What follows belongs to an exercise in optimizing a design on an open flow for small area and a short achievable clock period; a production flow would make more cautious choices.
Function was checked by simulation only, so behaviour that the tests miss may differ from the original.
No activity file was given, so power comes from the tool's default toggle rates.

==> flow/design.v (excerpt) <==
module PPU_gen2
(
    input wire[1:0] debug_in,
    input wire clk_in,				 
    input wire rst_in,				 
    input wire[2:0] ri_sel_in,		 
    input wire ri_ncs_in,			 
    input wire ri_r_nw_in,			 
    input wire[7:0] ri_d_in,		 
    input wire[7:0] vram_d_in,		 
    output wire[2:0] debug_out,
	output reg vde,
    output reg hsync_out,			 
    output reg vsync_out,			 
    output wire[1:0] r_out,          
    output wire[1:0] g_out,          
    output wire[1:0] b_out,          
    output wire[7:0] ri_d_out,       
    output wire nvbl_out,			 
    output wire[13:0] vram_a_out,	 
    output reg[7:0] vram_d_out,		 
    output reg vram_wr_out			 
);
export LEC_CHECK = 0
export CAP_MARGIN = 10
export CORE_MARGIN = 2
export CORE_UTILIZATION = 40
export CTS_BUF_LIST = sky130_fd_sc_hd__clkbuf_8
export CTS_CLUSTER_DIAMETER = 60
export CTS_CLUSTER_SIZE = 16
export SETUP_SLACK_MARGIN = 5
export SLEW_MARGIN = 10
create_clock -name core_clock -period 10.0 [get_ports {clk_in}]
standard.sh (not shown) runs the stock make flow with config.mk's settings and CLKGATE_MAP_FILE= SYNTH_SCRIPT=/design/flow/synth_recipe.tcl, a recipe that flattens the netlist after the stock synthesis.
==> flow/flow/run.sh <==
#!/bin/bash
# Own flow: the standard synthesis (standard.sh synth, unchanged), then the combinational
# logic between the registers is mapped again by ABC for area (registers, their names and cell
# types kept as the standard synthesis made them), then the standard layout steps.
# Each tool's full output goes to a log file of its own in the work folder.
set -euo pipefail
cd "$(dirname "$0")/.."
WORK=$PWD
RES=$WORK/orfs/results/${FLOW_PLATFORM:-sky130hd}/PPU_gen2/base
LIB=$FLOW_HOME/platforms/sky130hd/lib/sky130_fd_sc_hd__tt_025C_1v80.lib

bash standard.sh synth > flow_synth.log 2>&1
cp $RES/1_2_yosys.v $WORK/standard_synth.v

# the register cell types of the standard netlist stay black boxes that ABC cannot touch
SEQ=$(grep -oE '^\s*sky130_fd_sc_hd__(df|edf|sdf|dl)[a-z0-9_]+' $WORK/standard_synth.v | sort -u | tr -d ' ' | tr '\n' ' ')
cat > $WORK/remap.ys <<EOF
read_liberty -ignore_miss_func $LIB
blackbox $SEQ sky130_fd_sc_hd__conb_1
read_verilog $WORK/standard_synth.v
hierarchy -check -top $FLOW_TOP
setattr -set keep 1 t:sky130_fd_sc_hd__df* t:sky130_fd_sc_hd__edf* t:sky130_fd_sc_hd__sdf* t:sky130_fd_sc_hd__dl*
flatten
rename -hide w:*.*
opt -purge
abc -liberty $LIB -dont_use sky130_fd_sc_hd__probe_p_8 -dont_use sky130_fd_sc_hd__probec_p_8 -dont_use sky130_fd_sc_hd__lpflow_bleeder_1 -dont_use sky130_fd_sc_hd__lpflow_clkbufkapwr_1 -dont_use sky130_fd_sc_hd__lpflow_clkbufkapwr_16 -dont_use sky130_fd_sc_hd__lpflow_clkbufkapwr_2 -dont_use sky130_fd_sc_hd__lpflow_clkbufkapwr_4 -dont_use sky130_fd_sc_hd__lpflow_clkbufkapwr_8 -dont_use sky130_fd_sc_hd__lpflow_clkinvkapwr_1 -dont_use sky130_fd_sc_hd__lpflow_clkinvkapwr_16 -dont_use sky130_fd_sc_hd__lpflow_clkinvkapwr_2 -dont_use sky130_fd_sc_hd__lpflow_clkinvkapwr_4 -dont_use sky130_fd_sc_hd__lpflow_clkinvkapwr_8 -dont_use sky130_fd_sc_hd__lpflow_decapkapwr_12 -dont_use sky130_fd_sc_hd__lpflow_decapkapwr_3 -dont_use sky130_fd_sc_hd__lpflow_decapkapwr_4 -dont_use sky130_fd_sc_hd__lpflow_decapkapwr_6 -dont_use sky130_fd_sc_hd__lpflow_decapkapwr_8 -dont_use sky130_fd_sc_hd__lpflow_inputiso0n_1 -dont_use sky130_fd_sc_hd__lpflow_inputiso0p_1 -dont_use sky130_fd_sc_hd__lpflow_inputiso1n_1 -dont_use sky130_fd_sc_hd__lpflow_inputiso1p_1 -dont_use sky130_fd_sc_hd__lpflow_inputisolatch_1 -dont_use sky130_fd_sc_hd__lpflow_isobufsrc_1 -dont_use sky130_fd_sc_hd__lpflow_isobufsrc_16 -dont_use sky130_fd_sc_hd__lpflow_isobufsrc_2 -dont_use sky130_fd_sc_hd__lpflow_isobufsrc_4 -dont_use sky130_fd_sc_hd__lpflow_isobufsrc_8 -dont_use sky130_fd_sc_hd__lpflow_isobufsrckapwr_16 -dont_use sky130_fd_sc_hd__lpflow_lsbuf_lh_hl_isowell_tap_1 -dont_use sky130_fd_sc_hd__lpflow_lsbuf_lh_hl_isowell_tap_2 -dont_use sky130_fd_sc_hd__lpflow_lsbuf_lh_hl_isowell_tap_4 -dont_use sky130_fd_sc_hd__lpflow_lsbuf_lh_isowell_4 -dont_use sky130_fd_sc_hd__lpflow_lsbuf_lh_isowell_tap_1 -dont_use sky130_fd_sc_hd__lpflow_lsbuf_lh_isowell_tap_2 -dont_use sky130_fd_sc_hd__lpflow_lsbuf_lh_isowell_tap_4 -dont_use sky130_fd_sc_hd__fill_1 -dont_use sky130_fd_sc_hd__fill_2 -dont_use sky130_fd_sc_hd__fill_4 -dont_use sky130_fd_sc_hd__fill_8
opt_clean -purge
hilomap -singleton -hicell sky130_fd_sc_hd__conb_1 HI -locell sky130_fd_sc_hd__conb_1 LO
insbuf -buf sky130_fd_sc_hd__buf_4 A X
splitnets
opt_clean -purge
rename -enumerate -pattern remap_% w:\$* c:\$*
tee -o $WORK/remap_stat.txt stat -liberty $LIB
write_verilog -noattr -nohex -nodec $WORK/remapped.v
EOF
yosys -s $WORK/remap.ys > flow_remap.log 2>&1
cat > $WORK/remap_check.ys <<EOF
read_liberty -lib $LIB
read_verilog $WORK/remapped.v
hierarchy -check -top $FLOW_TOP
check -assert -mapped
EOF
yosys -s $WORK/remap_check.ys > flow_remap_check.log 2>&1

# the registers must be the standard synthesis's, by name and cell type
grep -oE '^\s*sky130_fd_sc_hd__(df|edf|sdf|dl)[a-z0-9_]+\s+\S+' $WORK/standard_synth.v | awk '{print $1, $2}' | sort > $WORK/regs_standard.txt
grep -oE '^\s*sky130_fd_sc_hd__(df|edf|sdf|dl)[a-z0-9_]+\s+\S+' $WORK/remapped.v | awk '{print $1, $2}' | sort > $WORK/regs_remapped.txt
cmp $WORK/regs_standard.txt $WORK/regs_remapped.txt

# the layout steps read the remapped netlist in place of the standard one
cp $WORK/remapped.v $RES/1_2_yosys.v
rm -f $RES/1_synth.odb
bash standard.sh "BUFFER_PORTS_ARGS=-buffer_cell sky130_fd_sc_hd__buf_4" finish > flow_layout.log 2>&1
The baseline finished clean.
Rerun with:
--- a/flow/flow/run.sh
+++ b/flow/flow/run.sh
@@ -52,2 +52,2 @@
 rm -f $RES/1_synth.odb
-bash standard.sh "BUFFER_PORTS_ARGS=-buffer_cell sky130_fd_sc_hd__buf_4" finish > flow_layout.log 2>&1
+bash standard.sh finish > flow_layout.log 2>&1
CAP_MARGIN = 20   (was 10)
SLEW_MARGIN = 20   (was 10)
The new run ran to the end with no violations.
Power rises by about 0.8%.
Maximum frequency falls by 2.5%.
Die area is unchanged.

==> port drivers added, routing unchanged <==
How much do the figures lean on ideal ports? The routed layouts below were timed once more, with nothing changed but the port constraints.
Step 1: set_driving_cell puts a clkbuf_16 on clk_in and a buf_2 on each other input, an assumption about the parent block.
Step 2 also shifts input and output timing later by t, the mid clock arrival at the registers, as if the neighbouring blocks saw the same clock.
Slacks: ideal ports / drivers / drivers and shift; pairs: ideal ports / drivers.
run	t, ns	slack for setup (ns)	hold slack, ns	worst setup path at the end	cell pins on the clock port's net
the first run	1.108	5.083 / 5.038 / 4.303	0.410 / 0.410 / 0.410	input to register	1
the second run	1.095	4.955 / 4.955 / 4.253	0.364 / 0.364 / 0.364	input to register	1
After both steps every run listed still meets setup and hold. The setup slack of the first run, which loses most, moves by -0.045 ns with the drivers and by -0.780 ns with both steps.
